Source: an optimization exercise on an open RTL-to-GDS flow (aim: a short achievable clock period and few clock cycles). Production flows keep margins and buffers that such runs may drop. Where RTL was checked, it was by simulation tests only, not by an equivalence proof against the original. Power and IR drop assume default switching activity.

==> flow/design.v <==
module Pipeline_top(
    input         clk,
    input         rst,
    output [31:0] imem_addr,
    input  [31:0] imem_rdata,
    output [31:0] dmem_addr,
    output [31:0] dmem_wdata,
    output        dmem_we,
    input  [31:0] dmem_rdata
);
    localparam BB = 4;               
    localparam BN = 1 << BB;         
    localparam TB = 10 - BB;         
    reg  [31:0] pcF;                 
    reg  [31:0] pcO;                 
    reg         vD;
    reg  [31:0] instrD, pcD;
    reg         hitD, predTD;
    reg  [9:0]  btgtD;
    reg         regwE, memwE, loadE, brE, predTE;
    reg         bneE, hitE;
    reg  [4:0]  rdE;
    reg         addE, subE, andE, orE, sltE;
    reg         faME, fbME, fbMPE, fbMNE, fsME;
    reg  [31:0] opAE, opBE, opBXE, sdE, pc4E, tgtE;
    reg  [9:0]  btgtE;
    reg  [19:0] pchE;
    reg         backE;
    reg  [BB-1:0] bidxE;
    reg  [TB-1:0] btagE;
    reg         regwM, memwM, loadM;
    reg  [4:0]  rdM;
    reg  [31:0] aluM, aluMn, wdM;
    reg         redirM;              
    reg  [31:0] rpcM;
    reg         bupdM, takenM, backM;
    reg  [BB-1:0] bidxM;
    reg  [TB-1:0] btagM;
    reg  [9:0]  btgtM;
    reg         regwW;
    reg  [4:0]  rdW;
    reg  [31:0] resW;
    reg  [31:0] rf [1:31];
    reg  [BN-1:0] btb_v;
    reg  [BN-1:0] btb_pred;          
    reg  [TB-1:0] btb_tag  [0:BN-1];
    reg  [9:0]    btb_tgt  [0:BN-1];
    reg  [1:0]    btb_ctr  [0:BN-1];
    reg  [4:0]    btb_cnt  [0:BN-1];  
    reg  [4:0]    btb_trip [0:BN-1];  
    reg  [BN-1:0] btb_tv;             
    reg  [BN-1:0] btb_back;           
    assign imem_addr = pcO;
    wire [BB-1:0] fidx  = pcF[BB+1:2];
    wire        f_hit   = btb_v[fidx] & (btb_tag[fidx] == pcF[11:BB+2]);
    wire [9:0]  f_btgt  = btb_tgt[fidx];
    wire        f_predT = f_hit & btb_pred[fidx];
    wire [31:0] pc4F    = pcF + 32'd4;
    wire [6:0] op     = instrD[6:0];
    wire [4:0] rdD    = instrD[11:7];
    wire [2:0] f3     = instrD[14:12];
    wire [4:0] rs1    = instrD[19:15];
    wire [4:0] rs2    = instrD[24:20];
    wire isR = (op == 7'b0110011);
    wire isI = (op == 7'b0010011);
    wire isL = (op == 7'b0000011);
    wire isS = (op == 7'b0100011);
    wire isB = (op == 7'b1100011);
    wire use1 = isR | isI | isL | isS | isB;
    wire use2 = isR | isS | isB;
    wire regwD = vD & (isR | isI | isL) & (rdD != 5'd0);
    wire [31:0] immI = {{20{instrD[31]}}, instrD[31:20]};
    wire [31:0] immS = {{20{instrD[31]}}, instrD[31:25], instrD[11:7]};
    wire [31:0] immB = {{20{instrD[31]}}, instrD[7], instrD[30:25], instrD[11:8], 1'b0};
    wire aluop = isR | isI;
    wire sltD  = aluop & (f3 == 3'b010);
    wire orD   = aluop & (f3 == 3'b110);
    wire andD  = aluop & (f3 == 3'b111);
    wire addD  = ~(sltD | orD | andD);
    wire subD  = isR & (f3 == 3'b000) & instrD[30];
    wire [31:0] resM = loadM ? dmem_rdata : aluM;
    wire [31:0] rf1 = (rs1 == 5'd0) ? 32'd0 : (regwW & (rdW == rs1)) ? resW : rf[rs1];
    wire [31:0] rf2 = (rs2 == 5'd0) ? 32'd0 : (regwW & (rdW == rs2)) ? resW : rf[rs2];
    wire fa_m = regwE & (rdE == rs1);
    wire fa_w = regwM & (rdM == rs1);
    wire fs_m = regwE & (rdE == rs2);
    wire fs_w = regwM & (rdM == rs2);
    wire bReg = isR | isB;
    wire [31:0] srcA = fa_w ? resM : rf1;
    wire [31:0] srcS = fs_w ? resM : rf2;
    wire [31:0] srcB = bReg ? srcS : (isS ? immS : immI);
    wire stall = vD & loadE & regwE & ((use1 & (rdE == rs1)) | (use2 & (rdE == rs2)));
    wire [31:0] pc4D  = pcD + 32'd4;
    wire [31:0] tgtD  = pcD + immB;
    wire        staticT = (f3 == 3'b001) | instrD[31];
    wire        brD     = vD & isB;
    wire        predTD2 = vD & (hitD ? predTD : (isB & staticT));
    wire        id_redirect = brD & ~hitD & staticT & ~stall;
    wire killE = redirM;             
    wire [31:0] A  = faME ? aluM : opAE;
    wire [31:0] B  = fbME ? aluM : opBE;
    wire [31:0] BX = ({32{fbMPE}} & aluM) | ({32{fbMNE}} & aluMn) | opBXE;
    wire [31:0] SD = fsME ? aluM : sdE;
    wire [32:0] sum33 = {A, 1'b1} + {BX, subE};
    wire [31:0] sum   = sum33[32:1];
    wire        lt    = $signed(A) < $signed(B);
    wire [31:0] aluE  = ({32{addE}} & sum) |
                        ({32{andE}} & (A & B)) |
                        ({32{orE}}  & (A | B)) |
                        {31'd0, sltE & lt};
    wire eq     = (A == B);
    wire takenE = brE & (eq ^ bneE);
    wire mismE  = hitE & ((tgtE[11:2] != btgtE) | (tgtE[31:12] != pchE));
    wire mispE  = takenE ? (~predTE | mismE) : predTE;
    wire [31:0] pc_next = redirM      ? rpcM :
                          stall       ? pcF :
                          id_redirect ? tgtD :
                          f_predT     ? {pcF[31:12], f_btgt, 2'b00} : pc4F;
    always @(posedge clk or negedge rst) begin
        if (!rst) pcF <= 32'd0;
        else      pcF <= pc_next;
    end
    always @(posedge clk) begin
        pcO <= rst ? pc_next : 32'd0;
    end
    always @(posedge clk or negedge rst) begin
        if (!rst) begin
            vD <= 1'b0;
        end else if (redirM | id_redirect) begin
            vD <= 1'b0;
        end else if (!stall) begin
            vD <= 1'b1;
        end
    end
    always @(posedge clk) begin
        if (!stall) begin
            instrD <= imem_rdata;
            pcD    <= pcF;
            hitD   <= f_hit;
            predTD <= f_predT;
            btgtD  <= f_btgt;
        end
    end
    wire bubbleE = redirM | stall | ~vD;
    always @(posedge clk or negedge rst) begin
        if (!rst) begin
            regwE <= 1'b0; memwE <= 1'b0; loadE <= 1'b0; brE <= 1'b0; predTE <= 1'b0;
        end else if (bubbleE) begin
            regwE <= 1'b0; memwE <= 1'b0; loadE <= 1'b0; brE <= 1'b0; predTE <= 1'b0;
        end else begin
            regwE  <= regwD;
            memwE  <= isS;
            loadE  <= isL;
            brE    <= isB;
            predTE <= predTD2;
        end
    end
    always @(posedge clk) begin
        rdE   <= rdD;
        bneE  <= (f3 == 3'b001);
        hitE  <= hitD;
        addE  <= addD;
        subE  <= subD;
        sltE  <= sltD;
        orE   <= orD;
        andE  <= andD;
        faME  <= fa_m;
        fbME  <= bReg & fs_m;
        fbMPE <= bReg & fs_m & ~subD;
        fbMNE <= bReg & fs_m & subD;
        fsME  <= fs_m;
        opAE  <= srcA;
        opBE  <= srcB;
        opBXE <= (bReg & fs_m) ? 32'd0 : (subD ? ~srcB : srcB);
        sdE   <= srcS;
        pc4E  <= pc4D;
        tgtE  <= tgtD;
        btgtE <= btgtD;
        pchE  <= pcD[31:12];
        backE <= instrD[31];
        bidxE <= pcD[BB+1:2];
        btagE <= pcD[11:BB+2];
    end
    always @(posedge clk or negedge rst) begin
        if (!rst) begin
            regwM <= 1'b0; loadM <= 1'b0; bupdM <= 1'b0; redirM <= 1'b0;
        end else begin
            regwM  <= regwE & ~killE;
            loadM  <= loadE & ~killE;
            bupdM  <= brE & ~killE;
            redirM <= mispE & ~killE;
        end
    end
    always @(posedge clk) begin
        memwM  <= rst & memwE & ~killE;
        rdM    <= rdE;
        aluM   <= aluE;
        aluMn  <= ~aluE;
        wdM    <= SD;
        rpcM   <= takenE ? tgtE : pc4E;
        takenM <= takenE;
        backM  <= backE;
        bidxM  <= bidxE;
        btagM  <= btagE;
        btgtM  <= tgtE[11:2];
    end
    assign dmem_addr  = ~aluMn;
    assign dmem_wdata = wdM;
    assign dmem_we    = memwM;
    always @(posedge clk or negedge rst) begin
        if (!rst) regwW <= 1'b0;
        else      regwW <= regwM;
    end
    always @(posedge clk) begin
        rdW  <= rdM;
        resW <= resM;
    end
    always @(posedge clk) begin
        if (regwW) rf[rdW] <= resW;
    end
    wire       u_hit  = btb_v[bidxM] & (btb_tag[bidxM] == btagM);
    wire [1:0] u_ctr0 = btb_ctr[bidxM];
    wire [4:0] u_cnt0 = btb_cnt[bidxM];
    wire [4:0] u_trp0 = btb_trip[bidxM];
    wire       u_tv0  = btb_tv[bidxM];
    wire [1:0] u_ctr  = ~u_hit ? {2{takenM}} :
                        takenM ? ((u_ctr0 == 2'b11) ? 2'b11 : u_ctr0 + 2'b01) :
                                 ((u_ctr0 == 2'b00) ? 2'b00 : u_ctr0 - 2'b01);
    wire [4:0] u_cnt  = ~takenM ? 5'd0 :
                        ~u_hit ? 5'd1 :
                        (u_cnt0 == 5'd31) ? 5'd31 : u_cnt0 + 5'd1;
    wire [4:0] u_trp  = (u_hit & ~takenM) ? u_cnt0 : u_trp0;
    wire       u_tv   = u_hit & (takenM ? u_tv0 : (u_cnt0 != 5'd31));
    wire       u_pred = (backM & u_tv) ? (u_cnt != u_trp) : u_ctr[1];
    always @(posedge clk or negedge rst) begin
        if (!rst) btb_v <= {BN{1'b0}};
        else if (bupdM) btb_v[bidxM] <= 1'b1;
    end
    always @(posedge clk) begin
        if (bupdM) begin
            btb_tag[bidxM]  <= btagM;
            btb_tgt[bidxM]  <= btgtM;
            btb_ctr[bidxM]  <= u_ctr;
            btb_cnt[bidxM]  <= u_cnt;
            btb_trip[bidxM] <= u_trp;
            btb_tv[bidxM]   <= u_tv;
            btb_back[bidxM] <= backM;
            btb_pred[bidxM] <= u_pred;
        end
    end
endmodule
==> flow/config.mk <==
export PLATFORM = sky130hd
export DESIGN_NAME = Pipeline_top
export DESIGN_NICKNAME = Pipeline_top
export VERILOG_FILES = /design/flow/design.v
export SDC_FILE = /design/flow/constraint.sdc
export NUM_CORES = 4
export LEC_CHECK = 0
export CAP_MARGIN = 20
export CORE_MARGIN = 2
export CORE_UTILIZATION = 40
export SLEW_MARGIN = 20
==> flow/constraint.sdc <==
create_clock -name core_clock -period 10.0 [get_ports {clk}]
set_input_delay 2.0000 -clock core_clock [delete_from_list [all_inputs] [get_ports {clk}]]
set_output_delay 2.0000 -clock core_clock [all_outputs]
set_load 0.01 [all_outputs]
standard.sh (not shown) runs the stock make flow with config.mk's settings and CLKGATE_MAP_FILE= SYNTH_SCRIPT=/design/flow/synth_recipe.tcl, a recipe that flattens the netlist after the stock synthesis.
==> flow/flow/run.sh <==
#!/bin/bash
# Standard ORFS layout with a larger setup-slack target for the timing repair
# steps (the constraints and clock period are the standard flow's own).
set -euo pipefail
bash standard.sh SETUP_SLACK_MARGIN=7 finish > standard_flow.log 2>&1
The starting point completed without violations.
Edit:
--- a/flow/design.v
+++ b/flow/design.v
@@ -104,5 +104,5 @@
     wire [32:0] sum33 = {A, 1'b1} + {BX, subE};
     wire [31:0] sum   = sum33[32:1];
-    wire        lt    = $signed(A) < $signed(B);
+    wire        lt    = (A[31] ^ B[31]) ? A[31] : (A[30:0] < B[30:0]);
     wire [31:0] aluE  = ({32{addE}} & sum) |
                         ({32{andE}} & (A & B)) |
Effect: The new run ran to the end with no violations; wire length came out higher slightly; power climbs slightly; clock-buffer cell count goes down by 5; cell area increases slightly; fmax decreases by a little under a tenth; global-route usage climbs by 0.17 points; register-to-register slack got worse by 360 ps; die area hardly moves; worst hold slack is better by 13 ps; setup slack degrades by 360 ps; area after synthesis is about the same; clock power stays flat; cell count came out higher slightly; clock skew rose by 8.3 ps.
Testbench counts after the change, summed over its fixed seeds: cycles 96,020.
The RTL of the first run of this note was laid out without a check of its function.

-- what the ideal ports hide --
The results above use ideal ports. As a check the final layouts listed here were re-extracted and re-timed, cells and wires unchanged. Step 1 sets driving cells, clkbuf_16 on the clock port and buf_2 on the other inputs (assumed; they add their load-dependent delay and slew). Step 2 times the ports against the registers' clock, not the clock port: input delays grow and output delays shrink by t, the midpoint of the rising clock arrivals with the driver on. Three values: no drivers, after step 1, after step 2; two values: the first two.
run | t, ns | setup WS [ns] | worst setup path after step 2 | latest minus earliest clock arrival (ns) | cell pins on the clock port's net
the first run | 0.939 | 6.337 / 6.337 / 6.049 | input to register | 0.062 / 0.063 | 1
the second run | 0.930 | 5.978 / 5.978 / 5.978 | register to register | 0.068 / 0.068 | 1
After both steps setup and hold are still met in every run listed. For the first run, which loses most, drivers alone change the setup slack by 0.000 ns; drivers and shift together by -0.288 ns.
